From an optimization exercise on the open Yosys and OpenROAD flow, aimed at small area, a short achievable clock period and few clock cycles; shortcuts taken in it are not production practice. In this exercise RTL edits were held to simulation tests only and were not proved equivalent to the original. No activity file was given, so power comes from the tool's default toggle rates.

File: design/flow/flow/run.sh
#!/bin/bash
# Layout flow: the standard ORFS flow (standard.sh, standard synthesis
# unchanged; config.mk's settings come in through config.mk), with three
# layout settings changed:
#  - timing repair aims for 8.3 ns of setup slack, so it keeps sizing and
#    buffering the critical paths well below the 12 ns clock period;
#  - cell sizing may swap cells of any footprint (the platform default only
#    allows swaps between cells of the same footprint);
#  - the port buffers are sky130_fd_sc_hd__buf_2 instead of delay buffers.
# make's full output goes to flow_make.log; every ORFS step also keeps its own
# log under orfs/logs/.
set -euo pipefail
cd "$(dirname "$0")/.."
bash standard.sh \
  SETUP_SLACK_MARGIN=8.3 \
  MATCH_CELL_FOOTPRINT=0 \
  "BUFFER_PORTS_ARGS=-buffer_cell sky130_fd_sc_hd__buf_2" \
  finish > flow_make.log 2>&1
File: design/flow/standard.sh
#!/bin/bash
# synth_recipe.tcl (not shown) runs the flow's synth.tcl, then flattens the netlist and writes it again
# the make line also repeats each setting of config.mk as NAME=value (left out here)
make -C /OpenROAD-flow-scripts/flow DESIGN_CONFIG=/design/flow/config.mk WORK_HOME=/design/flow/orfs CLKGATE_MAP_FILE= SYNTH_SCRIPT=/design/flow/synth_recipe.tcl "${@:-finish}"
File: design/flow/config.mk
export PLATFORM = sky130hd
export DESIGN_NAME = CHIP
export DESIGN_NICKNAME = CHIP
export VERILOG_FILES = /design/flow/design.v
export SDC_FILE = /design/flow/constraint.sdc
export NUM_CORES = 8
export LEC_CHECK = 0
export CAP_MARGIN = 20
export CORE_MARGIN = 2
export CORE_UTILIZATION = 60
export CTS_BUF_LIST = sky130_fd_sc_hd__clkbuf_16
export CTS_CLUSTER_DIAMETER = 90
export CTS_CLUSTER_SIZE = 24
export SLEW_MARGIN = 20
export TNS_END_PERCENT = 20
File: design/flow/constraint.sdc
create_clock -name core_clock -period 12.0 [get_ports {clk}]
set_input_delay 2.4000 -clock core_clock [delete_from_list [all_inputs] [get_ports {clk}]]
set_output_delay 2.4000 -clock core_clock [all_outputs]
set_load 0.01 [all_outputs]
File: design/flow/design.v
module CHIP (	mem_read_D,
				mem_write_D,
				mem_addr_D,
				mem_rdata_D,
				mem_wdata_D,
				mem_ready_D,
				mem_read_I,
				mem_write_I,
				mem_addr_I,
				mem_rdata_I,
				mem_wdata_I,
				mem_ready_I,
				clk,
				rst_n,
				DCACHE_addr,
				DCACHE_wdata,
				DCACHE_wen
				);
output			mem_read_I;
output			mem_write_I;
output	[31:4]	mem_addr_I;
input	[127:0]	mem_rdata_I;
output	[127:0]	mem_wdata_I;
input			mem_ready_I;
output			mem_read_D;
output			mem_write_D;
output	[31:4]	mem_addr_D;
input	[127:0]	mem_rdata_D;
output	[127:0]	mem_wdata_D;
input			mem_ready_D;
input			clk, rst_n;
output	[29:0]	DCACHE_addr;
output	[31:0]	DCACHE_wdata;
output			DCACHE_wen;
integer i, j;
reg  [13:0] pc;
reg         id_v;              
reg  [31:0] id_ins;
reg  [13:0] id_pc4;
reg         ex_wr, ex_ld, ex_st, ex_beq, ex_jr;
reg         id_rp, ex_rp;      
reg  [13:0] ras;               
reg  [4:0]  ex_rd;
reg  [31:0] ex_a;              
reg  [31:0] ex_b;              
reg         ex_sub;            
reg         ex_s_add, ex_s_and, ex_s_or, ex_s_xor, ex_s_nor, ex_s_sll, ex_s_srl,
            ex_s_slt, ex_s_link;
reg  [13:0] ex_pc4;
reg  [13:0] ex_bt;             
reg  [13:0] ex_im;             
reg         ex_big;            
reg         w_wr;
reg  [4:0]  w_rd;
reg  [31:0] w_d;               
reg  [13:2] w_addr;            
reg  [31:0] w_sd;              
reg         st_q;              
reg  [31:0] rf [0:31];
reg  [31:0] rf_ok;             
reg  [31:0] rf_big;            
wire        w_big = |w_d[31:5];
wire        dstall;            
wire        lu;                
wire        redir;             
reg  [127:0] ic_data [0:5];        
reg  [7:0]  ic_pd [0:5];           
reg  [8:0]  ic_tag [0:5];
reg  [5:0]  ic_val;
reg  [1:0]  ic_age [0:5];          
reg         iq_v;                  
reg  [9:0]  iq_line;
reg         ib_busy;               
reg  [9:0]  ib_line;
wire [9:0]  pc_line = pc[13:4];
reg  [9:0]  nx_line;               
reg  [5:0]  ih, inh;               
reg  [5:0]  iv;                    
reg  [5:0]  iv_q;                  
reg  [5:0]  iv_old;
reg  [31:0] if_ins;
reg  [11:0] if_nx;                 
reg  [1:0]  if_pd, if_pdn;         
always @(*) begin
	for (i = 0; i < 6; i = i + 1) begin
		ih[i] = ((i / 3) == pc_line[0]) & ic_val[i] & (ic_tag[i] == pc_line[9:1]);
		inh[i] = ((i / 3) == nx_line[0]) & ic_val[i] & (ic_tag[i] == nx_line[9:1]);
		iv_old[i] = ((i / 3) == iq_line[0]) & (ic_age[i] == 2'd2);
	end
	iv = 6'd0;
	if (iq_line[0]) begin
		if (~ic_val[3]) iv[3] = 1'b1;
		else if (~ic_val[4]) iv[4] = 1'b1;
		else if (~ic_val[5]) iv[5] = 1'b1;
		else iv[5:3] = iv_old[5:3];
	end else begin
		if (~ic_val[0]) iv[0] = 1'b1;
		else if (~ic_val[1]) iv[1] = 1'b1;
		else if (~ic_val[2]) iv[2] = 1'b1;
		else iv[2:0] = iv_old[2:0];
	end
	if_ins = 32'd0;
	if_nx = 12'd0;
	if_pd = 2'd0;
	if_pdn = 2'd0;
	for (i = 0; i < 6; i = i + 1)
		for (j = 0; j < 4; j = j + 1) begin
			if_ins = if_ins | ({32{ih[i] & (pc[3:2] == j)}} & ic_data[i][32*j +: 32]);
			if (j < 3)
				if_nx = if_nx | ({12{ih[i] & (pc[3:2] == j)}} & ic_data[i][32*j+43 -: 12]);
			if_pd = if_pd | ({2{ih[i] & (pc[3:2] == j)}} & ic_pd[i][2*j +: 2]);
			if (j < 3)
				if_pdn = if_pdn | ({2{ih[i] & (pc[3:2] == j)}} & ic_pd[i][2*j+2 +: 2]);
		end
end
wire        if_hit = |ih;
wire        ic_nhit = |inh;
wire        ib_fill = ib_busy & mem_ready_I;
wire        i_acc = iq_v & (~ib_busy | mem_ready_I);
wire        iq_pc = iq_v & (iq_line == pc_line);
wire        iq_nx = iq_v & (iq_line == nx_line);
wire        i_have_pc = if_hit | (ib_busy & (ib_line == pc_line)) | (iq_pc & (~ib_busy | mem_ready_I));
wire        i_have_nx = ic_nhit | (ib_busy & (ib_line == nx_line)) | (iq_nx & (~ib_busy | mem_ready_I));
assign mem_read_I = iq_v;
assign mem_addr_I = {18'd0, iq_line};
assign mem_write_I = 1'b0;
assign mem_wdata_I = 128'd0;
reg         i_acc_q;               
reg  [5:0]  iu;
reg  [1:0]  iu_age;
always @(*) begin
	iu = i_acc_q ? iv_q : ih;
	iu_age = 2'd0;
	for (i = 0; i < 6; i = i + 1)
		if (iu[i])
			iu_age = iu_age | ic_age[i];
end
wire        iu_set = i_acc_q ? ib_line[0] : pc_line[0];
reg  [7:0]  pd_fill;
integer pw;
always @(*)
	for (pw = 0; pw < 4; pw = pw + 1)
		pd_fill[2*pw +: 2] = (mem_rdata_I[32*pw+26 +: 6] == 6'h02) ? 2'd1 :
		                     (mem_rdata_I[32*pw+26 +: 6] == 6'h03) ? 2'd2 :
		                     ((mem_rdata_I[32*pw+26 +: 6] == 6'h00) & (mem_rdata_I[32*pw +: 6] == 6'h08) &
		                      (mem_rdata_I[32*pw+21 +: 5] == 5'd31)) ? 2'd3 : 2'd0;
always @(posedge clk or negedge rst_n) begin
	if (~rst_n) begin
		ic_val <= 6'd0;
		for (i = 0; i < 6; i = i + 1)
			ic_age[i] <= i % 3;
		ib_busy <= 1'b0;
		iq_v <= 1'b0;
		i_acc_q <= 1'b0;
	end else begin
		i_acc_q <= i_acc;
		ic_val <= (ic_val | ({6{ib_fill}} & iv_q)) & ~({6{i_acc}} & iv);
		if (|iu)
			for (i = 0; i < 6; i = i + 1)
				if ((i / 3) == iu_set) begin
					if (iu[i])
						ic_age[i] <= 2'd0;
					else if (ic_age[i] < iu_age)
						ic_age[i] <= ic_age[i] + 2'd1;
				end
		if (i_acc)
			ib_busy <= 1'b1;
		else if (mem_ready_I)
			ib_busy <= 1'b0;
		iq_v <= ~i_have_pc | ~i_have_nx;
	end
end
always @(posedge clk) begin
	iq_line <= ~i_have_pc ? pc_line : nx_line;
	nx_line <= pc_line + 10'd1;
	if (i_acc) begin
		ib_line <= iq_line;
		iv_q <= iv;
	end
	for (i = 0; i < 6; i = i + 1) begin
		if (i_acc & iv[i])
			ic_tag[i] <= iq_line[9:1];
		if (ib_busy & iv_q[i]) begin
			ic_data[i] <= mem_rdata_I;
			ic_pd[i] <= pd_fill;
		end
	end
end
localparam DN = 2;                 
localparam DNB = 1;                
localparam PF = 1;                 
localparam PFW = 3;                
reg  [31:0] dc_data [0:DN*4-1];    
reg  [9:0]  dc_tag [0:DN-1];
reg  [DN-1:0] dc_val, dc_dirty;
reg  [DNB-1:0] dc_age [0:DN-1];    
reg         dq_rd, dq_wr;          
reg  [9:0]  dq_line;
reg  [127:0] dq_wdata;
reg         wb_pend;               
reg  [9:0]  wb_line;
reg         db_busy;               
reg         db_rd;                 
reg         f_pend;                
reg  [9:0]  f_line;
reg  [DN-1:0] f_oh;                
reg         f_st;                  
reg  [1:0]  f_word;
reg  [31:0] f_data;
reg         d_req_q;               
reg         pf_q;                  
reg  [9:0]  pf_base;
wire [13:0] m_sum = ex_a[13:0] + ex_im;
wire [4:0]  m_lo = {1'b0, ex_a[3:0]} + {1'b0, ex_im[3:0]};
wire [9:0]  m_line = m_sum[13:4];
wire [1:0]  m_word = m_lo[3:2];
wire [9:0]  la = ex_a[13:4];
wire [9:0]  lb = ex_im[13:4];
wire        lc = m_lo[4];
wire [9:0]  pf_line = pf_base + 10'd1;   
wire        m_mem = ex_ld | ex_st;
reg  [9:0]  sa_z, sa_c;
reg  [DN-1:0] dh, dnh, v_oh;
reg  [DNB-1:0] h_age;
reg  [31:0] m_cw;
reg  [127:0] v_line;
reg  [9:0]  v_tag;
reg         v_found;
always @(*) begin
	h_age = 0;
	m_cw = 32'd0;
	for (i = 0; i < DN; i = i + 1) begin
		sa_z = la ^ lb ^ dc_tag[i];
		sa_c = (la & lb) | ((la ^ lb) & ~dc_tag[i]);
		dh[i] = dc_val[i] & (sa_z[0] == lc) & (sa_z[9:1] == sa_c[8:0]);
		dnh[i] = dc_val[i] & (dc_tag[i] == pf_line);
		if (dh[i]) h_age = h_age | dc_age[i];
		m_cw = m_cw | ({32{dh[i]}} & dc_data[i*4 + m_word]);
	end
	v_oh = 0;
	v_found = 1'b0;
	for (i = 0; i < DN; i = i + 1)
		if (~v_found & ~dc_val[i]) begin v_oh[i] = 1'b1; v_found = 1'b1; end
	for (i = 0; i < DN; i = i + 1)
		if (~v_found & (dc_age[i] == DN - 1) & ~dh[i]) begin v_oh[i] = 1'b1; v_found = 1'b1; end
	for (i = 0; i < DN; i = i + 1)
		if (~v_found & (dc_age[i] == DN - 2)) begin v_oh[i] = 1'b1; v_found = 1'b1; end
	v_line = 128'd0;
	v_tag = 10'd0;
	for (i = 0; i < DN; i = i + 1) begin
		v_line = v_line | ({128{f_oh[i]}} & {dc_data[i*4+3], dc_data[i*4+2], dc_data[i*4+1], dc_data[i*4]});
		v_tag = v_tag | ({10{f_oh[i]}} & dc_tag[i]);
	end
end
wire        dc_hit_w = |dh;
wire        dc_hit = dc_hit_w;
wire        dc_vdirty = |(v_oh & dc_val & dc_dirty);
wire        d_acc = (dq_rd | dq_wr) & (~db_busy | mem_ready_D);
wire        d_rdy = db_busy & db_rd;   
wire        d_fill = d_rdy & mem_ready_D;
wire        d_conf = f_pend & |(dh & f_oh);
wire        d_hitok = dc_hit & ~d_conf;
wire        d_free = ~f_pend & ~dq_rd & ~dq_wr;
wire        d_issue = d_free & m_mem & ~dc_hit;
wire        d_pf = (PF != 0) & pf_q & d_free & ~(m_mem & ~dc_hit) & ~(|dnh);
wire        d_req = d_issue | d_pf;
assign      dstall = m_mem & ~d_hitok & ~(d_issue & ex_st);
assign mem_read_D  = dq_rd;
assign mem_write_D = dq_wr;
assign mem_addr_D  = {18'd0, dq_line};
assign mem_wdata_D = dq_wdata;
wire        m_stw = ex_st & d_hitok;
reg  [31:0] dw_sd [0:DN-1];        
reg  [DN*4-1:0] dw_st;             
reg  [DN*4-1:0] dw_en;
always @(*) begin
	for (i = 0; i < DN; i = i + 1) begin
		dw_sd[i] = (f_pend & f_oh[i]) ? f_data : ex_b;
		for (j = 0; j < 4; j = j + 1) begin
			dw_st[i*4+j] = (f_pend & f_oh[i]) ? (f_st & (f_word == j)) : (m_word == j);
			dw_en[i*4+j] = (m_stw & dh[i] & (m_word == j)) | (d_rdy & f_oh[i]);
		end
	end
end
wire        dage_upd = d_fill | (m_mem & d_hitok);
reg  [DN-1:0] du;
reg  [DNB-1:0] du_age;
always @(*) begin
	du = d_fill ? f_oh : dh;
	du_age = 0;
	for (i = 0; i < DN; i = i + 1)
		if (du[i]) du_age = du_age | dc_age[i];
end
always @(posedge clk or negedge rst_n) begin
	if (~rst_n) begin
		dc_val <= 0;
		dc_dirty <= 0;
		for (i = 0; i < DN; i = i + 1)
			dc_age[i] <= i;
		dq_rd <= 1'b0;
		dq_wr <= 1'b0;
		wb_pend <= 1'b0;
		db_busy <= 1'b0;
		f_pend <= 1'b0;
		d_req_q <= 1'b0;
		pf_q <= 1'b0;
	end else begin
		d_req_q <= d_req;
		pf_q <= ex_ld & d_hitok & (m_word >= PFW);
		if (d_req) begin
			dq_rd <= 1'b1;
			wb_pend <= dc_vdirty;
			f_pend <= 1'b1;
		end else if (d_acc) begin
			dq_rd <= 1'b0;
			dq_wr <= dq_rd & wb_pend;
			wb_pend <= 1'b0;
		end
		if (d_acc)
			db_busy <= 1'b1;
		else if (mem_ready_D)
			db_busy <= 1'b0;
		if (d_fill) begin
			dc_val <= dc_val | f_oh;
			dc_dirty <= (dc_dirty & ~f_oh) | ({DN{f_st}} & f_oh) | ({DN{m_stw}} & dh);
			f_pend <= 1'b0;
		end else if (m_stw)
			dc_dirty <= dc_dirty | dh;
		if (dage_upd)
			for (i = 0; i < DN; i = i + 1) begin
				if (du[i])
					dc_age[i] <= 0;
				else if (dc_age[i] < du_age)
					dc_age[i] <= dc_age[i] + 1'b1;
			end
	end
end
always @(posedge clk) begin
	if (d_acc)
		db_rd <= dq_rd;
	pf_base <= m_line;
	if (d_req_q) begin
		dq_wdata <= v_line;
		wb_line <= v_tag;
	end
	if (d_req) begin
		dq_line <= d_issue ? m_line : pf_line;
		f_line <= d_issue ? m_line : pf_line;
		f_oh <= v_oh;
		f_st <= d_issue & ex_st;
		f_word <= m_word;
		f_data <= ex_b;
	end else if (d_acc)
		dq_line <= d_req_q ? v_tag : wb_line;
	for (i = 0; i < DN*4; i = i + 1)
		if (dw_en[i])
			dc_data[i] <= dw_st[i] ? dw_sd[i / 4] : mem_rdata_D[32*(i % 4) +: 32];
	for (i = 0; i < DN; i = i + 1)
		if (d_fill & f_oh[i])
			dc_tag[i] <= f_line;
end
assign DCACHE_wen = st_q;
assign DCACHE_addr = {18'd0, w_addr};
assign DCACHE_wdata = w_sd;
wire        if_j = if_pd[0] ^ if_pd[1];
wire        if_fold = (pc[3:2] != 2'd3) & (if_pdn == 2'd1);
wire        if_link = (if_ins[31:26] == 6'h03) | ((if_ins[31:26] == 6'h00) & (if_ins[5:0] == 6'h09));
wire        if_ret = (if_pd == 2'd3);
wire [13:0] pc4 = pc + 14'd4;
wire [5:0]  op = id_ins[31:26];
wire [4:0]  rs = id_ins[25:21];
wire [4:0]  rt = id_ins[20:16];
wire [4:0]  rd = id_ins[15:11];
wire [5:0]  fn = id_ins[5:0];
wire        is_r = (op == 6'h00);
wire        is_nop = (id_ins == 32'd0);
wire        is_jr = is_r & ((fn == 6'h08) | (fn == 6'h09));
wire        is_jalr = is_r & (fn == 6'h09);
wire        is_jal = (op == 6'h03);
wire        is_j = (op == 6'h02);
wire        is_beq = (op == 6'h04);
wire        is_lw = (op == 6'h23);
wire        is_sw = (op == 6'h2B);
wire        d_wr = id_v & ~(is_beq | is_j | (is_r & (fn == 6'h08)) | is_sw | is_nop);
wire [4:0]  d_rd = (is_jal | is_jalr) ? 5'd31 : is_r ? rd : rt;
wire        f_sub  = is_r & (fn == 6'h22);
wire        f_and  = (is_r & (fn == 6'h24)) | (op == 6'h0C);
wire        f_or   = (is_r & (fn == 6'h25)) | (op == 6'h0D);
wire        f_xor  = (is_r & (fn == 6'h26)) | (op == 6'h0E);
wire        f_nor  = is_r & (fn == 6'h1B);
wire        f_sll  = is_r & (fn == 6'h00);
wire        f_srl  = is_r & ((fn == 6'h02) | (fn == 6'h03));
wire        f_slt  = (is_r & (fn == 6'h2A)) | (op == 6'h0A);
wire        f_link = is_jal | is_jalr;
wire        id_sub = f_sub | f_slt;
wire        f_add  = ~(f_sub | f_and | f_or | f_xor | f_nor | f_sll | f_srl | f_slt | f_link | is_lw);
wire        byp_a = w_wr & (w_rd == rs);
wire        byp_b = w_wr & (w_rd == rt);
wire [31:0] id_rs_oh = 32'd1 << rs;
wire [31:0] id_rt_oh = 32'd1 << rt;
wire        ok_a = |(id_rs_oh & rf_ok);
wire        ok_b = |(id_rt_oh & rf_ok);
reg  [31:0] rf_ra, rf_rb;
always @(*) begin
	rf_ra = 32'd0;
	rf_rb = 32'd0;
	for (i = 0; i < 32; i = i + 1) begin
		rf_ra = rf_ra | ({32{id_rs_oh[i]}} & rf[i]);
		rf_rb = rf_rb | ({32{id_rt_oh[i]}} & rf[i]);
	end
end
wire [31:0] rf_a = ({32{byp_a}} & w_d) | ({32{~byp_a & ok_a}} & rf_ra);
wire [31:0] rf_b = ({32{byp_b}} & w_d) | ({32{~byp_b & ok_b}} & rf_rb);
wire        fwd_a = ex_wr & (ex_rd == rs);
wire        fwd_b = ex_wr & (ex_rd == rt);
wire        use_imm = ~is_r & ~is_sw & ~is_beq;
wire [31:0] id_imm = {{16{id_ins[15]}}, id_ins[15:0]};
assign      lu = id_v & (f_sll | f_srl) & fwd_b;
wire [31:0] fa = ex_a;
wire [31:0] fb = ex_b;
wire [31:0] o2 = ex_b;
wire [31:0] ad_b = o2 ^ {32{ex_sub}};
reg  [31:0] ad_g, ad_p, ad_s;
integer lv;
always @(*) begin
	ad_g = fa & ad_b;
	ad_p = fa ^ ad_b;
	ad_g[0] = ad_g[0] | (ad_p[0] & ex_sub);
	for (lv = 1; lv < 32; lv = lv * 2)
		for (i = 31; i >= lv; i = i - 1) begin
			ad_g[i] = ad_g[i] | (ad_p[i] & ad_g[i-lv]);
			ad_p[i] = ad_p[i] & ad_p[i-lv];
		end
	ad_s = (fa ^ ad_b) ^ {ad_g[30:0], ex_sub};
end
wire        sh_big = ex_big;
wire [31:0] sh_l = fa << fb[4:0];
wire [31:0] sh_r = fa >> fb[4:0];
wire [31:0] ex_res_c =
	({32{ex_s_add}}  & ad_s) |
	({32{ex_s_and}}  & (fa & o2)) |
	({32{ex_s_or}}   & (fa | o2)) |
	({32{ex_s_xor}}  & (fa ^ o2)) |
	({32{ex_s_nor}}  & ~(fa | o2)) |
	({32{ex_s_sll & ~sh_big}} & sh_l) |
	({32{ex_s_srl & ~sh_big}} & sh_r) |
	({32{ex_s_slt}}  & {31'd0, ~ad_g[31]}) |
	({32{ex_s_link}} & {18'd0, ex_pc4}) |
	({32{ex_ld}}     & m_cw);
wire [31:0] ex_res = ex_res_c;
wire        ex_taken = (ex_beq & (fa == fb)) | (ex_jr & ~(ex_rp & (fa[13:0] == ex_pc4)));
wire [13:0] ex_tgt = ex_jr ? fa[13:0] : ex_bt;
assign      redir = ex_taken & ~dstall;
wire        id_hold = dstall | lu;
always @(posedge clk or negedge rst_n) begin
	if (~rst_n) begin
		pc <= 14'd0;
		id_v <= 1'b0;
		ex_wr <= 1'b0; ex_ld <= 1'b0; ex_st <= 1'b0; ex_beq <= 1'b0; ex_jr <= 1'b0;
		id_rp <= 1'b0; ex_rp <= 1'b0;
		ras <= 14'd0;
		w_wr <= 1'b0;
		st_q <= 1'b0;
		rf_ok <= 32'd0;
	end else begin
		if (redir) begin
			pc <= ex_tgt;
			id_v <= 1'b0;
		end else if (~id_hold) begin
			if (if_hit) begin
				pc <= if_j ? {if_ins[11:0], 2'b00} : if_ret ? ras : if_fold ? {if_nx[11:0], 2'b00} : pc4;
				id_v <= 1'b1;
				id_rp <= if_ret;
				if (if_link)
					ras <= pc4;
			end else
				id_v <= 1'b0;
		end
		if (~dstall) begin
			if (lu | redir) begin
				ex_wr <= 1'b0; ex_ld <= 1'b0; ex_st <= 1'b0; ex_beq <= 1'b0; ex_jr <= 1'b0;
			end else begin
				ex_wr <= d_wr;
				ex_ld <= id_v & is_lw;
				ex_st <= id_v & is_sw;
				ex_beq <= id_v & is_beq;
				ex_jr <= id_v & is_jr;
				ex_rp <= id_rp;
			end
		end
		w_wr <= ~dstall & ex_wr;
		st_q <= ~dstall & ex_st;
		if (w_wr)
			rf_ok[w_rd] <= 1'b1;
	end
end
always @(posedge clk) begin
	if (~id_hold & ~redir & if_hit) begin
		id_ins <= if_ins;
		id_pc4 <= if_ret ? ras : pc4;
	end
	if (~dstall) begin
		ex_rd <= d_rd;
		ex_a <= ({32{fwd_a}} & ex_res_c) | ({32{~fwd_a}} & rf_a);
		ex_b <= ({32{use_imm}} & id_imm) | ({32{~use_imm & fwd_b}} & ex_res_c) | ({32{~use_imm & ~fwd_b}} & rf_b);
		ex_sub <= id_sub;
		ex_s_add <= f_add | f_sub;
		ex_s_and <= f_and;
		ex_s_or <= f_or;
		ex_s_xor <= f_xor;
		ex_s_nor <= f_nor;
		ex_s_sll <= f_sll;
		ex_s_srl <= f_srl;
		ex_s_slt <= f_slt;
		ex_s_link <= f_link;
		ex_pc4 <= id_pc4;
		ex_bt <= id_pc4 + {id_ins[11:0], 2'b00};
		ex_im <= id_ins[13:0];
		ex_big <= byp_b ? w_big : ok_b & |(id_rt_oh & rf_big);
	end
	w_rd <= ex_rd;
	w_d <= ex_res;
	w_addr <= m_sum[13:2];
	w_sd <= ex_b;
	if (w_wr) begin
		rf[w_rd] <= w_d;
		rf_big[w_rd] <= w_big;
	end
end
endmodule
==> key figures, run 1 <==
Global route
  – Global route overflow: 0
  – Largest net degree at the start of global routing: between 70 and 80
  – Vias in the first global route: roughly 93000
  – All-Layer GR Usage: a little under half
  – Global-route wire length before repair: ~710000 um
  – Initial antenna violation count: 29

Clock network
  – Clk slew on worst S/H paths: about 0.1 ns
  – Sink Count: roughly 2800
  – CTS buffer count: 140
  – CTS Hold Buffers Added: 0
  – CTS root buffer: clkbuf_16
  – Max Buffers Root-to-Sink: 3
  – Skew-Pair Late Insertion Delay: a little under 0.9 ns
  – H-tree depth: 4
  – CTS tree: done

Placement
  – Detail Placement HPWL: 288000 um
  – Placed insts: 12300
  – Count of input and output buffers: about 460
  – Place WS: 6.22 ns
  – GP Congestion: a little under 1
  – Area after DPL: 132000 sq um

Die
  – Core box area: about 210000 sq um
  – Row Count: between 150 and 200
  – Die ar.: 215000 sq um
  – Initial Util: approximately three fifths
  – # IOs: around 640
  – Die height: between 400 and 500 um
  – Die X-Extent: 463 um

Layout
  – Final instance area: around 140000 sq um
  – Post-Layout Cell Count: approximately 13000
  – Share of cells above drive strength 1: 18.9%
  – Syn-to-layout area delta: 13.0%
  – Finished Core Util: between 60% and 70%
  – Final #Nets: roughly 10000

Timing
  – Fin crit share: between 30% and 40%
  – Final hold slack: approximately 0.43 ns
  – Setup violators final: 0
  – Max Freq: 249 MHz
  – Pins Over Slew Limit: 0
  – Worst rel slew slack: about 20%
  – Final worst-path setup slack: 7.99 ns
  – Fin crit period: 4.01 ns
  – Final Skew: 0.0494 ns
  – Fin. Hold Viols: 0
  – Worst Tran Pin Value: between 1 and 1.5 ns
  – RSZ-0062 raised after global routing: yes
  – Setup tns final: 0 ns

Power and ir drop
  – PwrDens: about 140 nW/um^2
  – Leak pwr: a little under 50 nW
  – Overall power after layout: 19.8 mW
  – Worst VDD drop: between 0.15 and 0.2 mV

Logic synthesis
  – Count of cell types in the netlist: 100
  – Sequential-to-total area share from yosys stat: approximately two thirds
  – Mapped Area: about 130000 sq um
  – Post-synth top area share: 61.0%
  – Synthesized area per cell: about 14 sq um
  – Mapped Cells: roughly 9400
  – Top_reg_cell synth: edfxtp_1
  – Top-count cell post-synth: edfxtp_1
  – EDFF count, synth: ~2600
  – Ys Warns: 9
  – Synth cell count leaders: edfxtp_1, a22oi_1, nor2_1
  – Synth area leaders: edfxtp_1, a22oi_1, a22o_1
  – Area leader, netlist: edfxtp_1
  – Synthesis-stage register bit count: 2785
  – Synth async-reset ratio: under 10%

Worst setup path
  – RR Endpoint: ex_a[20]
  – FF-to-FF Start: id_ins[24]
  – Crit path arrival time: roughly 4.6 ns
  – Critical Path Start Type: flip-flop
  – CP Class: reg -> reg
  – Maximum fanout along the worst path: 32
  – R2R cell count: 11
  – Critical path capture point type: flip-flop
  – CP Data Required Time: around 13 ns
  – R2r setup slk: approximately 8 ns

Drt
  – Avg Vias per Cell: slightly below 8
  – Final wirelength: about 520000 um
  – Antenna Nets Post-Route: 0
  – Detailed-route via count: between 100k and 150k
  – Initial DRC Count: about 22000
  – Routed WL per cell: 40.7 um
  – DRC errors left: 0
  – DRT Pass-1 Iters: 14

Min path
  – Hold Path Origin: id_pc4[0]
  – Hold path cells: 0
  – Worst Hold Endpoint: ex_pc4[0]
  – Hold Crit Class: reg -> reg

Status
  – Status: timing/DRC/antenna clean

Flow run
  – Max-cap check violation count: 0
## layout make-up
| class | count | area (sq um) |
|---|---|---|
| Timing Repair inverter | 2 | 10.0 |
| Inverter | 176 | 702 |
| Tap cell | 2805 | 3510 |
| Clock buffer | 142 | 3550 |
| Sequential cell | 2785 | 82000 |
| Timing Repair Buffer | 1104 | 9050 |
| Clock inverter | 82 | 677 |
| Fill cell | 14800 | 66600 |
| Multi-Input combinational cell | 5784 | 43300 |
| Antenna cell | 25 | 62.6 |
## flip-flops by register name, summed over array words and instances, names as in the netlist, 20 cells and up
name	count
rf_ok	32
dc_data	256
ic_pd	48
ex_b	32
dc_tag	20
f_data	32
ex_a	32
id_ins	32
ic_tag	54
w_sd	32
rf_big	32
w_d	32
rf	1024
dq_wdata	128
ic_data	768
## how the worst max path moves through the flow
stage,end,start,cells past startpoint,slack (ns)
after floorplan,ex_a[0],ex_a[12],9,7.44
after global placement,ex_b[19],ex_a[6],9,5.99
after detailed placement,pc[7],pc[11],12,6.22
after CTS,mem_wdata_D[1],dq_wdata[1],1,8.02
after global routing,mem_addr_I[7],iq_line[3],2,8.02
final,ex_a[20],id_ins[24],11,7.99
## layer usage
layer	wire length, um	up-vias	track usage [%]
li1	-	38200	-
met1	171000	48500	60.3
met2	220000	10600	67.9
met3	86100	2652	16.7
met4	46600	32	30.6
met5	230	-	0.134
## cells by family (layout without fill, tap and decap cells)
kind of cell | after synthesis | count (layout) | share of synthesized area, %
AO/OA/AOI/OAI | 2846 | 2846 | 16.4
flip-flops | 2785 | 2785 | 64.8
other | 1 | 208 | 0.00296
multiplexers | 327 | 327 | 3.58
XOR/XNOR | 325 | 325 | 2.28
AND/OR/NAND/NOR | 1939 | 1941 | 7.51
adder cells (fa/ha/maj) | 162 | 162 | 1.72
buffers and inverters | 977 | 1506 | 3.65
## cell usage in the layout, fill, tap and decap left out, types with 31 or more instances in the layout
cell,instances
buf_4,456
xnor2_1,140
ha_1,126
mux2_2,69
a211oi_1,31
conb_1,183
nor2_4,98
buf_6,73
a21oi_1,433
a22o_1,362
clkbuf_16,181
a21o_1,45
buf_12,38
dfrtp_1,92
nand2_1,504
o22ai_1,42
or4_1,37
inv_1,207
mux4_2,89
nor2_1,491
nand3_1,208
dfxtp_1,101
edfxtp_1,2570
o21ai_0,132
buf_2,456
a22oi_1,1182
a222oi_1,31
o21bai_1,32
xor2_1,139
a221oi_1,241
nor3_1,77
nor4_1,60
mux2i_1,152
nand4_1,198
## what timing repair did
item / 4_1_cts / 5_1_grt
setup endpoints to repair: 995 / 892
pin swaps: 65 / 97
buffers inserted: 197 / 132
resized for setup: 387 / 274
gates cloned: 36 / 12
## worst max-delay path: stages (launching register included)
cell and delay, ns:
edfxtp_1 0.62, buf_4 0.19, nor2_1 0.04, nand2_1 0.31, nor2_4 0.06, buf_4 0.45, a22o_1 0.38, a221oi_1 0.27
nand3_1 0.11, or4_1 0.72, a221oi_1 0.47, a21oi_1 0.08
## power by group
| group | total [mW] | leakage, nW | internal [mW] | switching, mW |
|---|---|---|---|---|
| clock | 5.48 | 2.23 | 2.25 | 3.23 |
| sequential | 11.6 | 26.2 | 11.2 | 0.425 |
| combinational | 2.65 | 21.3 | 0.936 | 1.72 |
Testbench counts, summed over its fixed seeds: cycles 76,912.
==> inputs of run 2 (changes only) <==
--- a/design/flow/design.v
+++ b/design/flow/design.v
@@ -53,4 +53,5 @@
 reg         w_wr;
 reg  [4:0]  w_rd;
+reg  [31:0] w_we;              
 reg  [31:0] w_d;               
 reg  [13:2] w_addr;            
@@ -461,4 +462,5 @@
 		ras <= 14'd0;
 		w_wr <= 1'b0;
+		w_we <= 32'd0;
 		st_q <= 1'b0;
 		rf_ok <= 32'd0;
@@ -490,7 +492,7 @@
 		end
 		w_wr <= ~dstall & ex_wr;
+		w_we <= {32{~dstall & ex_wr}} & (32'd1 << ex_rd);
 		st_q <= ~dstall & ex_st;
-		if (w_wr)
-			rf_ok[w_rd] <= 1'b1;
+		rf_ok <= rf_ok | w_we;
 	end
 end
@@ -523,8 +525,9 @@
 	w_addr <= m_sum[13:2];
 	w_sd <= ex_b;
-	if (w_wr) begin
-		rf[w_rd] <= w_d;
-		rf_big[w_rd] <= w_big;
-	end
+	for (i = 0; i < 32; i = i + 1)
+		if (w_we[i]) begin
+			rf[i] <= w_d;
+			rf_big[i] <= w_big;
+		end
 end
 endmodule
--- a/design/flow/config.mk
+++ b/design/flow/config.mk
@@ -10,6 +10,6 @@
 export CORE_UTILIZATION = 60
 export CTS_BUF_LIST = sky130_fd_sc_hd__clkbuf_16
-export CTS_CLUSTER_DIAMETER = 90
-export CTS_CLUSTER_SIZE = 24
+export CTS_CLUSTER_DIAMETER = 80
+export CTS_CLUSTER_SIZE = 20
 export SLEW_MARGIN = 20
 export TNS_END_PERCENT = 20
==> key figures, run 2 <==
Die
  – Die ar.: 215000 sq um (about the same)
  – Core box area: 210000 sq um (unchanged)
  – Die height: 463 um (about the same)
  – # IOs: 639 (unchanged)
  – Die X-Extent: 463 um (about the same)
  – Row Count: 168 (unchanged)
  – Initial Util: 60.4% (about the same)

Clock network
  – Clk slew on worst S/H paths: 0.09 ns (about the same)
  – Max Buffers Root-to-Sink: 3 (unchanged)
  – CTS root buffer: clkbuf_16
  – H-tree depth: 4 (unchanged)
  – CTS tree: done
  – Sink Count: 2817 (+1.1%)
  – CTS Hold Buffers Added: 0 (unchanged)
  – CTS buffer count: 166 (+19%)
  – Skew-Pair Late Insertion Delay: 0.90 ns (about the same)

Logic synthesis
  – Mapped Area: 127000 sq um (about the same)
  – Mapped Cells: 9273 (-0.95%)
  – Count of cell types in the netlist: 104 (+4.0%)
  – Synthesized area per cell: 13.6 sq um (+0.98%)
  – Area leader, netlist: edfxtp_1
  – Ys Warns: 10 (+1)
  – Synth cell count leaders: edfxtp_1, a22oi_1, nor2_1
  – Synth area leaders: edfxtp_1, a22oi_1, a22o_1
  – Synth async-reset ratio: 4.83% (+1.1 points)
  – Synthesis-stage register bit count: 2817 (+1.1%)
  – Top_reg_cell synth: edfxtp_1
  – EDFF count, synth: 2570 (unchanged)
  – Sequential-to-total area share from yosys stat: 65.4% (+0.62 points)
  – Top-count cell post-synth: edfxtp_1
  – Post-synth top area share: 61.0% (about the same)

Global route
  – All-Layer GR Usage: 48.0% (+0.91 points)
  – Global route overflow: 0 (unchanged)
  – Largest net degree at the start of global routing: 85 (+13%)
  – Initial antenna violation count: 33 (+14%)
  – Vias in the first global route: 94000 (+0.59%)
  – Global-route wire length before repair: 724000 um (+1.5%)

Placement
  – Place WS: 6.20 ns (-0.0201 ns)
  – Count of input and output buffers: 455 (unchanged)
  – GP Congestion: 1.01 (+2.9%)
  – Detail Placement HPWL: 289000 um (+0.16%)

Worst setup path
  – Critical path capture point type: flip-flop
  – Critical Path Start Type: flip-flop
  – R2r setup slk: 7.91 ns (-0.08 ns)
  – Maximum fanout along the worst path: 20 (-38%)
  – CP Data Required Time: 12.55 ns (-0.05 ns)
  – Crit path arrival time: 4.64 ns (+0.03 ns)
  – CP Class: reg -> reg

Drt
  – Detailed-route via count: 99900 (-0.16%)
  – Antenna Nets Post-Route: 0 (unchanged)
  – Routed WL per cell: 41.4 um (+1.9%)
  – DRC errors left: 0 (unchanged)
  – Initial DRC Count: 21700 (-1.8%)
  – DRT Pass-1 Iters: 14 (unchanged)
  – Avg Vias per Cell: 7.76 (+0.14%)
  – Final wirelength: 533000 um (+1.6%)

Power and ir drop
  – Overall power after layout: 20.2 mW (+2.2%)
  – Leak pwr: 50.7 nW (+2.2%)
  – Worst VDD drop: 0.187 mV (+5.2%)
  – PwrDens: 140 nW/um^2 (+1.1%)

Layout
  – Top flop regs: rf (1024), ic_data (768), dc_data (256)
  – Share of cells above drive strength 1: 19.9% (+0.97 points)
  – Syn-to-layout area delta: 14.2%
  – Finished Core Util: 68.9% (+0.72 points)
  – Most common cell after layout, fill and taps aside: edfxtp_1
  – Most frequent cells in the layout: edfxtp_1, a22oi_1, nor2_1
  – Max reg flops: 1024 (unchanged)
  – Largest Register: rf
  – Final #Nets: 10400 (-0.49%)

Timing
  – Fin. Hold Viols: 0 (unchanged)
  – RSZ-0062 raised after global routing: yes
  – Fin crit period: 4.09 ns (+0.0797 ns)
  – Final Skew: 0.0634 ns (+0.0139 ns)
  – Setup violators final: 0 (unchanged)
  – Max Freq: 244 MHz (-1.9%)
  – Final worst-path setup slack: 7.91 ns (-0.0797 ns)
  – Worst Tran Pin Value: 1.31 ns (+0.121 ns)
  – Setup tns final: 0 ns (unchanged)
  – Worst rel slew slack: 11.8% (-8.7 points)
  – Pins Over Slew Limit: 0 (unchanged)
  – Final hold slack: 0.423 ns (-0.00930 ns)
  – Fin crit share: 34.1% (+0.66 points)

Min path
  – Hold Crit Class: reg -> reg

Flow run
  – Max-cap check violation count: 0 (unchanged)

Status
  – Status: timing/DRC/antenna clean
[run 2: changes by cell type after synthesis, moves of 26 or more]
cell / before / now
dfrtp_1: 99 / 131
nand2_1: 507 / 465
a221oi_1: 258 / 284
a22oi_1: 1184 / 1133
xnor2_1: 170 / 201
nor3_1: 85 / 59
o21bai_1: 35 / 7
or2_2: 8 / 40
xor2_1: 150 / 111
nand3_1: 216 / 189
nand4_1: 198 / 172
a22o_1: 363 / 398
[run 2: per-layer routing]
metal / GRT usage, % / part of all wire (%) / up-vias
met1: 61.7 / 33 / 48500
met3: 19.0 / 17 / 2641
met4: 31.0 / 8.7 / 40
met5: 0.646 / 0.10 / -
li1: - / - / 38000
met2: 67.6 / 41 / 10700
[run 2: layout make-up]
| cell class | count | area [sq um] |
|---|---|---|
| flip-flops and latches | 2817 | 82900 |
| fillers | 14600 | 65100 |
| multi-input cells | 5692 | 42900 |
| repair buffers | 1109 | 9440 |
| clock buffers | 167 | 4180 |
| well taps | 2805 | 3510 |
| clock inverters | 94 | 796 |
| inverters | 159 | 663 |
| diodes | 23 | 57.6 |
| repair inverters | 1 | 5.00 |
[run 2: cell families (layout without fill, tap and decap cells)]
| kind of cell | after synthesis | in the layout | share of synthesized area, % |
|---|---|---|---|
| XOR/XNOR | 314 | 314 | 2.19 |
| buffers and inverters | 950 | 1530 | 3.52 |
| flip-flops | 2817 | 2817 | 65.4 |
| AND/OR/NAND/NOR | 1899 | 1902 | 7.49 |
| other | 1 | 206 | 0.00296 |
| AO/OA/AOI/OAI | 2831 | 2832 | 16.4 |
| adder cells (fa/ha/maj) | 158 | 158 | 1.68 |
| multiplexers | 303 | 303 | 3.32 |
[run 2: worst paths after layout]
| check | startpoint | end | cells after the start |
|---|---|---|---|
| max reg2reg | id_ins[25] | ex_a[5] | 12 |
| min | id_pc4[1] | ex_pc4[1] | 0 |
| min in group asynchronous | rst_n | ic_age[2][0] | 1 |
| min reg2reg | id_pc4[1] | ex_pc4[1] | 0 |
| max in group asynchronous | rst_n | w_we[26] | 2 |
| max | id_ins[25] | ex_a[5] | 12 |
[run 2: worst max-delay path: stages, from the launching register on]
cell,delay (ns)
edfxtp_1,0.50
buf_2,0.22
nand3b_1,0.15
buf_12,0.15
nor2_4,0.06
buf_12,0.17
buf_4,0.34
a22o_1,0.31
a221oi_1,0.36
nand4_1,0.20
o31a_1,0.30
a21oi_1,0.73
o21ai_0,0.23
[run 2: power by group]
group / internal (mW) / switching, mW
logic: 0.899 / 1.64
registers: 11.3 / 0.381
clock network: 2.65 / 3.36
[run 2: what timing repair did]
action                     in CTS  in global routing
pin swaps                      92                103
setup endpoints to repair     994                738
resized for setup             498                271
setup buffers                 212                122
gates cloned                   45                  8
[run 2: metrics by stage]
stage | instances | cell area, sq um
after floorplan | 9455 | 127000
after global placement | 12200 | 132000
after detailed placement | 12200 | 132000
after CTS | 12700 | 142000
after global routing | 12800 | 144000
final | 12900 | 144000
Testbench counts of run 2, summed over its fixed seeds: cycles 76,912.
==> inputs of run 3 (changes only) <==
--- a/design/flow/design.v
+++ b/design/flow/design.v
@@ -38,4 +38,5 @@
 reg  [31:0] id_ins;
 reg  [13:0] id_pc4;
+reg  [31:0] id_rs_oh, id_rt_oh;  
 reg         ex_wr, ex_ld, ex_st, ex_beq, ex_jr;
 reg         id_rp, ex_rp;      
@@ -398,6 +399,4 @@
 wire        byp_a = w_wr & (w_rd == rs);
 wire        byp_b = w_wr & (w_rd == rt);
-wire [31:0] id_rs_oh = 32'd1 << rs;
-wire [31:0] id_rt_oh = 32'd1 << rt;
 wire        ok_a = |(id_rs_oh & rf_ok);
 wire        ok_b = |(id_rt_oh & rf_ok);
@@ -500,4 +499,6 @@
 	if (~id_hold & ~redir & if_hit) begin
 		id_ins <= if_ins;
+		id_rs_oh <= 32'd1 << if_ins[25:21];
+		id_rt_oh <= 32'd1 << if_ins[20:16];
 		id_pc4 <= if_ret ? ras : pc4;
 	end
==> key figures, run 3 <==
Logic synthesis
  – Area leader, netlist: edfxtp_1
  – Synthesis-stage register bit count: 2881 (+2.3%)
  – Synth async-reset ratio: 4.72% (-0.11 points)
  – XOR/XNOR share of the synthesized area: 2.23% (+0.045 points)
  – Post-synthesis adder-cell area fraction: 1.66% (-0.022 points)
  – Synth cell count leaders: edfxtp_1, a22oi_1, nor2_1
  – Synth Area in Simple Gates: 7.30% (-0.19 points)
  – Main combinational cell family by area after synthesis: compound AO/OA/AOI/OAI gates
  – Top_reg_cell synth: edfxtp_1
  – Count of cell types in the netlist: 103 (-0.96%)
  – Top-count cell post-synth: edfxtp_1
  – Mux contribution to synthesized area: 3.25% (-0.063 points)
  – Post-synth top area share: 61.7% (+0.70 points)
  – Mapped Area: 128000 sq um (+1.3%)
  – Ys Warns: 10 (unchanged)
  – Complex-gate fraction of the synthesized area: 15.8% (-0.59 points)
  – Mapped Cells: 9260 (-0.14%)
  – Synthesized area per cell: 13.8 sq um (+1.5%)
  – Sequential-to-total area share from yosys stat: 66.1% (+0.64 points)
  – EDFF count, synth: 2634 (+2.5%)
  – Synth area leaders: edfxtp_1, a22oi_1, dfrtp_1

Clock network
  – CTS root buffer: clkbuf_16
  – CTS tree: done
  – Sink Count: 2881 (+2.3%)
  – Max Buffers Root-to-Sink: 3 (unchanged)
  – Clk slew on worst S/H paths: 0.09 ns (about the same)
  – CTS buffer count: 167 (+0.60%)
  – H-tree depth: 4 (unchanged)
  – Skew-Pair Late Insertion Delay: 0.90 ns (about the same)

Drt
  – Avg Vias per Cell: 7.92 (+2.0%)
  – Antenna Nets Post-Route: 0 (unchanged)
  – DRT Pass-1 Iters: 17 (+3)
  – Detailed-route via count: 101000 (+1.2%)
  – Initial DRC Count: 22000 (+1.3%)
  – Final wirelength: 536000 um (+0.64%)
  – DRC errors left: 0 (unchanged)
  – Routed WL per cell: 42.0 um (+1.4%)

Power and ir drop
  – Sequential share of power: 48.2% (-9.5 points)
  – PwrDens: 188 nW/um^2 (+35%)
  – Internal power: 17.6 mW (+19%)
  – Worst VDD drop: 0.268 mV (+43%)
  – Gate power share: 29.6% (+17 points)
  – Overall power after layout: 27.1 mW (+34%)
  – Switching Fraction: 35.1% (+8.4 points)
  – Leak pwr: 49.7 nW (-2.1%)
  – Switch Pwr: 9.51 mW (+77%)
  – Clock group share of total power: 22.2% (-7.5 points)

Layout
  – Syn-to-layout area delta: 12.4%
  – Most common cell after layout, fill and taps aside: edfxtp_1
  – Largest Register: rf
  – Top flop regs: rf (1024), ic_data (768), dc_data (256)
  – Fillers: 14900 (+2.2%)
  – Most frequent cells in the layout: edfxtp_1, a22oi_1, nor2_1
  – Final #Nets: 10200 (-1.4%)
  – Final instance area: 144000 sq um (-0.29%)
  – Max reg flops: 1024 (unchanged)
  – Share of cells above drive strength 1: 17.9% (-2.0 points)

Timing
  – RSZ-0062 raised after global routing: yes
  – Final Skew: 0.0857 ns (+0.0223 ns)
  – Final worst-path setup slack: 7.96 ns (+0.0477 ns)
  – Max Freq: 247 MHz (+1.2%)
  – Setup violators final: 0 (unchanged)
  – Pins Over Slew Limit: 0 (unchanged)
  – Fin crit period: 4.04 ns (-0.0477 ns)
  – Worst Tran Pin Value: 1.29 ns (-0.0213 ns)
  – Fin. Hold Viols: 0 (unchanged)
  – Fin crit share: 33.7% (-0.40 points)
  – Setup tns final: 0 ns (unchanged)
  – Worst rel slew slack: 13.9% (+2.1 points)

Worst setup path
  – Critical Path Start Type: flip-flop
  – Maximum fanout along the worst path: 10 (-50%)
  – CP Data Required Time: 12.76 ns (+0.21 ns)
  – CP Class: reg -> reg
  – R2r setup slk: 7.96 ns (+0.05 ns)
  – Crit path arrival time: 4.81 ns (+0.17 ns)
  – Critical path capture point type: flip-flop

Min path
  – Hold Crit Class: reg -> reg

Global route
  – All-Layer GR Usage: 48.0% (about the same)
  – Global-route wire length before repair: 728000 um (+0.56%)
  – Largest net degree at the start of global routing: 82 (-3.5%)
  – Global route overflow: 0 (unchanged)
  – Vias in the first global route: 93900 (-0.026%)
  – Initial antenna violation count: 59 (+79%)

Die
  – Core box area: 212000 sq um (+1.3%)
  – Row Count: 169 (+0.60%)
  – Die height: 466 um (+0.66%)
  – Die ar.: 217000 sq um (+1.3%)
  – Die X-Extent: 466 um (+0.66%)
  – Initial Util: 60.4% (about the same)
  – # IOs: 639 (unchanged)

Flow run
  – Max-cap check violation count: 0 (unchanged)

Placement
  – Place WS: 5.91 ns (-0.290 ns)
  – Count of input and output buffers: 455 (unchanged)
  – Area after DPL: 133000 sq um (+0.75%)
  – GP Congestion: 0.986 (-1.9%)
  – Detail Placement HPWL: 301000 um (+4.1%)

Status
  – Status: timing/DRC/antenna clean
## run 3: cell types whose count changed in the layout (fill, tap and decap cells not counted), moves of 34 or more
cell      before   now
a22o_1       395   356
buf_4        451   401
edfxtp_1    2570  2634
inv_1        201   235
nand2_1      458   333
nand3_1      178   254
nand4_1      172   247
nor2_4        67     6
## run 3: final cells by class
type | instances | area [sq um] | share of cell area, %
repair inverters | 1 | 5.00 | 0.00347
well taps | 2821 | 3530 | 2.45
clock inverters | 107 | 737 | 0.512
diodes | 38 | 95.1 | 0.0660
flip-flops and latches | 2881 | 84900 | 58.9
clock buffers | 168 | 4200 | 2.92
multi-input cells | 5554 | 41400 | 28.7
repair buffers | 1023 | 8450 | 5.87
inverters | 172 | 717 | 0.498
## run 3: path summary, 6_finish.rpt
path                            cells past startpoint   endpoint      start
min in group asynchronous                           1  rf_ok[11]      rst_n
worst max register to register                     14      pc[7]     pc[11]
max in group asynchronous                           2    d_req_q      rst_n
worst max-delay path                               14      pc[7]     pc[11]
worst min-delay path                                0  ex_pc4[0]  id_pc4[0]
worst min register to register                      0  ex_pc4[0]  id_pc4[0]
## run 3: power by group through the flow
stage	sequential, mW	clock, mW	combinational [mW]
floorplan	13.1	0	4.08
global placement	13.3	0	6.32
detailed placement	13.3	0	6.42
CTS	13.0	5.96	7.52
global route	13.1	6.32	8.27
finish	13.1	6.02	8.03
## run 3: metrics by stage
step                      util, %  instances  hold WS, ns
after floorplan                 -       9442        0.343
after global placement       62.7      12100        0.404
after detailed placement     62.7      12100        0.411
after CTS                    67.2      12700        0.430
after global routing         67.8      12700        0.448
final                        67.9      12800        0.436
## run 3: repair_timing
item,CTS,global route
endpoints found under the hold margin,0,0
resized for setup,469,120
hold buffers,0,0
pin swaps,66,38
gates cloned,40,16
setup buffers,217,43
endpoints found under the setup margin,1288,1072
## run 3: worst max-delay path: stages (launching register included)
cell       delay (ns)
dfrtp_4          0.54
clkbuf_4         0.21
xnor2_2          0.16
nand4_4          0.23
buf_4            0.17
nor4_4           0.05
clkbuf_16        0.17
buf_4            0.18
a222oi_1         0.42
nand4_1          0.15
nor2_1           0.22
nand2_2          0.37
nor3_2           0.59
o32ai_2          0.17
mux2_4           0.29
## run 3: per-layer routing
layer | wire, um | GRT usage [%] | up-vias
li1 | - | - | 37900
met1 | 177000 | 62.7 | 49200
met2 | 218000 | 66.1 | 11100
met3 | 97800 | 21.4 | 2849
met4 | 43000 | 27.8 | 82
met5 | 876 | 1.41 | -
## run 3: kinds of logic (layout without fill, tap and decap cells)
kind of cell | count (synthesis) | count (layout)
flip-flops | 2881 | 2881
AO/OA/AOI/OAI | 2759 | 2760
buffers and inverters | 1010 | 1471
XOR/XNOR | 323 | 323
multiplexers | 296 | 296
AND/OR/NAND/NOR | 1832 | 1834
adder cells (fa/ha/maj) | 158 | 158
other | 1 | 221
Testbench counts of run 3, summed over its fixed seeds: cycles 76,912.
==> inputs of run 4 (changes only) <==
--- a/design/flow/config.mk
+++ b/design/flow/config.mk
@@ -10,6 +10,6 @@
 export CORE_UTILIZATION = 60
 export CTS_BUF_LIST = sky130_fd_sc_hd__clkbuf_16
-export CTS_CLUSTER_DIAMETER = 80
-export CTS_CLUSTER_SIZE = 20
+export CTS_CLUSTER_DIAMETER = 90
+export CTS_CLUSTER_SIZE = 24
 export SLEW_MARGIN = 20
 export TNS_END_PERCENT = 20
==> key figures, run 4 <==
Timing
  – Fin crit share: 33.4% (-0.26 points)
  – Worst rel slew slack: 14.3% (+0.36 points)
  – Max Freq: 249 MHz (+0.79%)
  – Final worst-path setup slack: 7.99 ns (+0.0316 ns)
  – Final hold slack: 0.432 ns (-0.00370 ns)
  – Setup tns final: 0 ns (unchanged)
  – RSZ-0062 raised after global routing: yes
  – Worst Tran Pin Value: 1.29 ns (-0.00538 ns)
  – Fin. Hold Viols: 0 (unchanged)
  – Setup violators final: 0 (unchanged)
  – Pins Over Slew Limit: 0 (unchanged)
  – Final Skew: 0.0711 ns (-0.0146 ns)
  – Fin crit period: 4.01 ns (-0.0316 ns)

Drt
  – Antenna Nets Post-Route: 0 (unchanged)
  – Final wirelength: 541000 um (+0.86%)
  – DRT Pass-1 Iters: 12 (-5)
  – Routed WL per cell: 42.3 um (+0.73%)
  – Avg Vias per Cell: 7.94 (+0.26%)
  – Initial DRC Count: 22500 (+2.4%)
  – Detailed-route via count: 101000 (+0.38%)
  – DRC errors left: 0 (unchanged)

Logic synthesis
  – Synth Area in Simple Gates: 7.30% (unchanged)
  – Top-count cell post-synth: edfxtp_1
  – Main combinational cell family by area after synthesis: compound AO/OA/AOI/OAI gates
  – Area leader, netlist: edfxtp_1
  – Top_reg_cell synth: edfxtp_1
  – Synthesized area per cell: 13.8 sq um (unchanged)
  – Mux contribution to synthesized area: 3.25% (unchanged)
  – Ys Warns: 10 (unchanged)
  – Mapped Cells: 9260 (unchanged)
  – Synth cell count leaders: edfxtp_1, a22oi_1, nor2_1
  – Complex-gate fraction of the synthesized area: 15.8% (unchanged)
  – XOR/XNOR share of the synthesized area: 2.23% (unchanged)
  – Synth area leaders: edfxtp_1, a22oi_1, dfrtp_1
  – Mapped Area: 128000 sq um (unchanged)
  – Synth async-reset ratio: 4.72% (unchanged)
  – Synthesis-stage register bit count: 2881 (unchanged)
  – Sequential-to-total area share from yosys stat: 66.1% (unchanged)
  – Count of cell types in the netlist: 103 (unchanged)
  – Post-synth top area share: 61.7% (unchanged)
  – Post-synthesis adder-cell area fraction: 1.66% (unchanged)
  – EDFF count, synth: 2634 (unchanged)

Placement
  – Detail Placement HPWL: 301000 um (unchanged)
  – Area after DPL: 133000 sq um (unchanged)
  – GP Congestion: 0.986 (unchanged)
  – Place WS: 5.91 ns (unchanged)
  – Count of input and output buffers: 455 (unchanged)

Status
  – Status: timing/DRC/antenna clean

Worst setup path
  – Critical path capture point type: flip-flop
  – FF-to-FF Start: pc[9]
  – R2R cell count: 13 (-1)
  – RR Endpoint: pc[7]
  – Maximum fanout along the worst path: 10 (unchanged)
  – R2r setup slk: 7.99 ns (+0.03 ns)
  – CP Class: reg -> reg
  – CP Data Required Time: 12.74 ns (-0.02 ns)
  – Critical Path Start Type: flip-flop
  – Crit path arrival time: 4.76 ns (-0.05 ns)

Layout
  – Share of cells above drive strength 1: 18.8% (+0.91 points)
  – Most frequent cells in the layout: edfxtp_1, a22oi_1, nor2_1
  – Syn-to-layout area delta: 12.8%
  – Largest Register: rf
  – Most common cell after layout, fill and taps aside: edfxtp_1
  – Fillers: 14800 (-0.96%)
  – Final instance area: 145000 sq um (+0.40%)
  – Top flop regs: rf (1024), ic_data (768), dc_data (256)
  – Final #Nets: 10300 (+0.49%)
  – Max reg flops: 1024 (unchanged)

Min path
  – Hold path cells: 0 (unchanged)
  – Hold Crit Class: reg -> reg
  – Hold Path Origin: id_pc4[0]
  – Worst Hold Endpoint: ex_pc4[0]

Global route
  – Vias in the first global route: 93400 (-0.55%)
  – Largest net degree at the start of global routing: 82 (unchanged)
  – All-Layer GR Usage: 47.9% (-0.070 points)
  – Initial antenna violation count: 64 (+8.5%)
  – Global-route wire length before repair: 728000 um (about the same)
  – Global route overflow: 0 (unchanged)

Clock network
  – Skew-Pair Late Insertion Delay: 0.87 ns (-0.03 ns)
  – CTS root buffer: clkbuf_16
  – Clk slew on worst S/H paths: 0.09 ns (about the same)
  – H-tree depth: 4 (unchanged)
  – Max Buffers Root-to-Sink: 3 (unchanged)
  – CTS buffer count: 143 (-14%)
  – CTS Hold Buffers Added: 0 (unchanged)
  – Sink Count: 2881 (unchanged)
  – CTS tree: done

Die
  – Die ar.: 217000 sq um (unchanged)
  – Row Count: 169 (unchanged)
  – # IOs: 639 (unchanged)
  – Die height: 466 um (unchanged)
  – Initial Util: 60.4% (unchanged)
  – Die X-Extent: 466 um (unchanged)
  – Core box area: 212000 sq um (unchanged)

Power and ir drop
  – Worst VDD drop: 0.250 mV (-6.6%)
  – PwrDens: 188 nW/um^2 (-0.37%)
  – Leak pwr: 49.9 nW (+0.40%)

Flow run
  – Max-cap check violation count: 0 (unchanged)
==> run 4: cell types whose count changed in the layout (fill, tap and decap cells not counted), sizes merged <==
| cell | change |
|---|---|
| inv | -16 |
| nand4 | +3 |
| buf | +67 |
| clkinv | -6 |
| bufbuf | +1 |
| bufinv | +3 |
| clkinvlp | +1 |
| diode | -16 |
| clkbuf | -21 |
==> run 4: area by class of cell <==
cell class / count / area, sq um / share of cell area [%]
clock buffer: 144 / 3600 / 2.49
timing repair inverter: 1 / 5.00 / 0.00346
clock inverter: 89 / 721 / 0.498
tap: 2821 / 3530 / 2.44
timing repair buffer: 1094 / 9180 / 6.35
multi-input combinational: 5557 / 41900 / 29.0
sequential: 2881 / 84900 / 58.7
antenna: 22 / 55.1 / 0.0381
inverter: 172 / 721 / 0.498
==> run 4: worst max path at each step <==
stage / startpoint / to / slack, ns / cells after the start
final: pc[9] / pc[7] / 7.99 / 13
after global routing: dq_wdata[50] / mem_wdata_D[50] / 8.01 / 1
after CTS: dq_wdata[50] / mem_wdata_D[50] / 8.02 / 1
after detailed placement: pc[12] / pc[7] / 5.91 / 14
after global placement: pc[12] / pc[7] / 6.08 / 14
after floorplan: ib_busy / ic_data[1][0] / 7.91 / 1
==> run 4: layer usage <==
metal  GRT usage, %  vias up  wire length (um)
met5          0.922        -               726
met4           26.9       88             43400
met3           20.8     2867             99400
met2           66.7    11200            220000
met1           62.8    49400            178000
li1               -    37900                 -
==> run 4: cell families (layout without fill, tap and decap cells) <==
logic type,count (synthesis),count (layout)
flops,2881,2881
fa+ha+maj,158,158
xor+xnor,323,323
buf+inv,1010,1500
mux,296,296
simple gates,1832,1837
other cells,1,205
compound gates,2759,2760
==> run 4: per-stage QoR <==
step	instances	util, %	total power, mW
detailed placement	12100	62.7	19.7
floorplan	9442	-	17.2
global placement	12100	62.7	19.6
global route	12800	68.1	27.7
finish	12800	68.1	27.1
CTS	12600	66.8	26.0
==> run 4: power breakdown <==
group	internal, mW	switching [mW]	total (mW)
sequential	12.3	0.775	13.1
combinational	2.90	5.51	8.42
clock	2.33	3.30	5.63
==> run 4: repair_timing <==
item,4_1_cts,5_1_grt
pin swaps,61,80
cloned,42,14
setup endpoints to repair,1278,1064
setup buffers,199,134
resized for setup,461,244
==> run 4: worst max-delay path, cell delays in order, from the launching register on <==
cell	delay, ns
dfrtp_4	0.59
xnor2_2	0.17
nand4_1	0.24
buf_6	0.20
buf_12	0.12
buf_4	0.14
nor4_1	0.08
a2111oi_0	0.56
nand4_1	0.18
nor2_1	0.22
nand2_2	0.41
nor3_2	0.55
o32ai_2	0.14
mux2_4	0.28

separate check: timing with driven ports:
In the flow no input, the clock included, has a driving cell. The finished layouts below were timed again as built, in two steps. Step 1, drivers: a clkbuf_16 drives clk and a buf_2 each remaining input, both assumed. Step 2 moves the port delays by t, midway between the first and last clock arrival at a register: inputs arrive t later, outputs are due t later. That takes back most of the time a late clock gives input paths. Slacks: ideal / step 1 / step 2; pairs: ideal / step 1.
run	shift t [ns]	setup slack, ns	hold WS [ns]	worst setup path at the end	worst slew at a driven data input, ns
run 1	0.963	7.988 / 7.925 / 7.465	0.432 / 0.432 / 0.432	input to register	0.11
run 2	0.967	7.908 / 7.881 / 7.385	0.423 / 0.423 / 0.423	input to register	0.17
run 3	0.949	7.956 / 7.929 / 7.489	0.436 / 0.436 / 0.436	input to register	0.20
run 4	0.934	7.987 / 7.937 / 7.466	0.432 / 0.432 / 0.432	input to register	0.25
After both steps every run listed still meets setup and hold.
